Context: an optimization exercise on an open-source flow, tuned for small area, a short achievable clock period and few clock cycles per item. The choices shown serve that exercise and are no tape-out recipe. Function was checked by simulation only, so behaviour that the tests miss may differ from the original.

the previous run:
==> flow/design.v (excerpt) <==
module decoder_3nrm_mld_final_v3 (
    input wire clk,
    input wire rst_n,
    input wire start,
    input wire [63:0] residues_in,
    output reg [15:0] data_out,
    output reg valid,
    output reg uncorrectable
);
Size: roughly 2800 cells after synthesis, ~85 I/O pins, ~22000 µm² of cells after synthesis.
Settings: LEC_CHECK=0, ABC_AREA=1, ABC_CLOCK_PERIOD_IN_PS=20000, CAP_MARGIN=20, CORE_MARGIN=2, CORE_UTILIZATION=40, SLEW_MARGIN=20, SYNTH_MEMORY_MAX_BITS=65536; clock period 110.0 ns.
standard.sh (not shown) runs the stock make flow with config.mk's settings and CLKGATE_MAP_FILE= SYNTH_SCRIPT=/design/flow/synth_recipe.tcl, a recipe that flattens the netlist after the stock synthesis.
==> flow/flow/run.sh <==
#!/bin/bash
# The standard layout, with the port buffers that buffer_ports inserts taken
# from sky130_fd_sc_hd__buf_2 (every input and output port is still buffered).
set -o pipefail
cat standard.sh > flow_standard_sh_copy.log 2>&1
export BUFFER_PORTS_ARGS="-buffer_cell sky130_fd_sc_hd__buf_2"
bash standard.sh > standard.log 2>&1
Testbench counts of the previous run, summed over its fixed seeds: cycles 2,836, items 480.
Input changes introduced in the current run (baseline for comparison: the previous run):
diff --git a/flow/design.v b/flow/design.v
--- a/flow/design.v
+++ b/flow/design.v
@@ -85,15 +85,15 @@
       p5 = c[5] ? {11'd0, x, 5'd0} : 24'd0;
       p6 = c[6] ? {10'd0, x, 6'd0} : 24'd0;
       s1 = p0 ^ p1 ^ p2; k1 = {((p0 & p1) | (p0 & p2) | (p1 & p2)), 1'b0};
       s2 = p3 ^ p4 ^ p5; k2 = {((p3 & p4) | (p3 & p5) | (p4 & p5)), 1'b0};
       s3 = s1 ^ k1 ^ s2; k3 = {((s1 & k1) | (s1 & s2) | (k1 & s2)), 1'b0};
       s4 = k2 ^ p6 ^ s3; k4 = {((k2 & p6) | (k2 & s3) | (p6 & s3)), 1'b0};
       s5 = s4 ^ k4 ^ k3; k5 = {((s4 & k4) | (s4 & k3) | (k4 & k3)), 1'b0};
-      t = rcf(s5, k5, 1'b0); pr = t[23:0];      
+      t = rca(s5, k5, 1'b0); pr = t[23:0];      
       case (ms)
         2'd0: modmul = {2'b0, pr[5:0]};
         2'd1: begin  
           s = csa3({18'd0, pr[5:0]}, {18'd0, pr[11:6]}, {21'd0, pr[14:12]});
           s = csa3({18'd0, s[5:0]}, {22'd0, s[7:6]}, 24'd0);             
           modmul = s[7:0];
         end
@@ -219,28 +219,28 @@
   wire [23:0] dxa = {17'd0, da} ^ {16'd0, doff} ^ {16'd0, 1'b1, ~db};
   wire [23:0] dxk = {(({17'd0, da} & {16'd0, doff}) | ({17'd0, da} & {16'd0, 1'b1, ~db}) | ({16'd0, doff} & {16'd0, 1'b1, ~db})), 1'b0};
   wire [24:0] dxs = rcf(dxa, dxk, 1'b0);
   wire [23:0] dxw = dxs[23:0];
   wire [7:0] wd = modmul(dxw[7:0], dc, dms);
   wire [6:0] base = (pt == 3'd2) ? {1'b0, v1} : (pt == 3'd3) ? vx : (pt[2]) ? {2'b0, v5} : {1'b0, v0};
   wire [1:0] mbs = (pt == 3'd2) ? 2'd1 : (pt == 3'd3) ? xc : (pt[2]) ? 2'd3 : 2'd0;
-  wire [24:0] e1w = rcf({18'd0, r1}, ~{18'd0, r0}, 1'b1);
-  wire [24:0] e1m = rcf({18'd0, e1w[5:0]}, 24'd63, 1'b0);
+  wire [24:0] e1w = rca({18'd0, r1}, ~{18'd0, r0}, 1'b1);
+  wire [24:0] e1m = rca({18'd0, e1w[5:0]}, 24'd63, 1'b0);
   wire [5:0] b2 = e1w[24] ? e1w[5:0] : e1m[5:0];
-  wire [23:0] z0w = csa5f({17'd0, r0, 1'b0}, {16'd0, 2'b11, ~r1}, {16'd0, 1'b1, ~r2}, {22'd0, ~e1w[24], 1'b0}, 24'd132);
+  wire [23:0] z0w = csa5({17'd0, r0, 1'b0}, {16'd0, 2'b11, ~r1}, {16'd0, 1'b1, ~r2}, {22'd0, ~e1w[24], 1'b0}, 24'd132);
   wire [8:0] z0 = z0w[8:0];
   wire [8:0] zkk = ge({15'd0, z0}, 24'd195) ? 9'd195 : ge({15'd0, z0}, 24'd130) ? 9'd130 : ge({15'd0, z0}, 24'd65) ? 9'd65 : 9'd0;
-  wire [24:0] z1s = rcf({15'd0, z0}, ~{15'd0, zkk}, 1'b1);
+  wire [24:0] z1s = rca({15'd0, z0}, ~{15'd0, zkk}, 1'b1);
   wire [6:0] z1 = z1s[6:0];
   wire [5:0] zk = z1[6:1];
   wire [6:0] b3c = z1[0] ? 7'd32 : (zk == 6'd0) ? 7'd0 : 7'd65;
-  wire [24:0] b3s = rcf({17'd0, b3c}, ~{18'd0, zk}, 1'b1);
+  wire [24:0] b3s = rca({17'd0, b3c}, ~{18'd0, zk}, 1'b1);
   wire [6:0] b3 = b3s[6:0];
-  wire [23:0] y012 = csa3f({12'd0, b3[5:0], 6'd0}, {18'd0, b2}, {12'd0, 5'h1f, ~b3});
-  wire [24:0] y012p = rcf(y012, 24'd1, 1'b0);
+  wire [23:0] y012 = csa3({12'd0, b3[5:0], 6'd0}, {18'd0, b2}, {12'd0, 5'h1f, ~b3});
+  wire [24:0] y012p = rca(y012, 24'd1, 1'b0);
   wire [17:0] x012 = {y012p[11:0], r0};
   wire [6:0] mdig = (dmr == 2'd1) ? 7'd63 : (dmr == 2'd2) ? 7'd65 : (dmr == 2'd3) ? 7'd31 : 7'd127;
   wire [24:0] wqs = rcf({16'd0, wq}, ~{17'd0, mdig}, 1'b1);
   wire [6:0] wr = (wqs[24] && dmr != 2'd0) ? wqs[6:0] : wq[6:0];
   wire [23:0] wm = (mr == 2'd3) ? ~{14'd0, rca({17'd0, wr}, {14'd0, wr, 3'd0}, 1'b0)} : (mr == 2'd1) ? ~{17'd0, wr} : (mr == 2'd2) ? {17'd0, wr} : 24'd0;
   wire [23:0] wsh = (mr == 2'd3) ? {12'd0, wr, 5'd0} : {11'd0, wr, 6'd0};
   wire [23:0] Ws = csa3(wsh, {17'd0, br}, wm);
--- outcome ---
Diff the previous run -> the current run: global-route usage essentially unchanged; width of the chip decreased 0.73%; overall via count from detail_route decreased 2.7%; critical path depth increased 84.
Between the current run and the previous run, the worst setup slack is higher for the previous run.
In the current run, clock-buffer cell count is higher than in the previous run.
Area growth from synthesis to layout: the previous run vs the current run, no meaningful difference
Post-synthesis compound-gate area fraction ends up lower on the current run.
The current run ended with more post-route minimum period than the previous run.
The post-route worst hold slack in the current run sits 0.029 ns above the value recorded for the previous run.
Row count | the current run below the previous run
Testbench counts of the current run, summed over its fixed seeds: cycles 2,836, items 480.

-- what the ideal ports hide --
The flow's constraints put no driver on any port. The routed layouts listed below were extracted and timed again, unchanged, in two steps.
Step 1: set_driving_cell puts a clkbuf_16 on clk and a buf_2 on each other input, an assumption about the parent block.
Step 2 times the ports against the registers' clock, not the clock port: input delays grow and output delays shrink by t, the midpoint of the rising clock arrivals with the driver on.
Three values: no drivers, after step 1, after step 2; two values: the first two.
run	t (ns)	setup WS [ns]	pins driven straight from the clock port
the previous run	0.454	87.025 / 86.972 / 87.426	1
the current run	0.436	86.539 / 86.539 / 86.539	1
After both steps setup and hold are still met in every run listed.
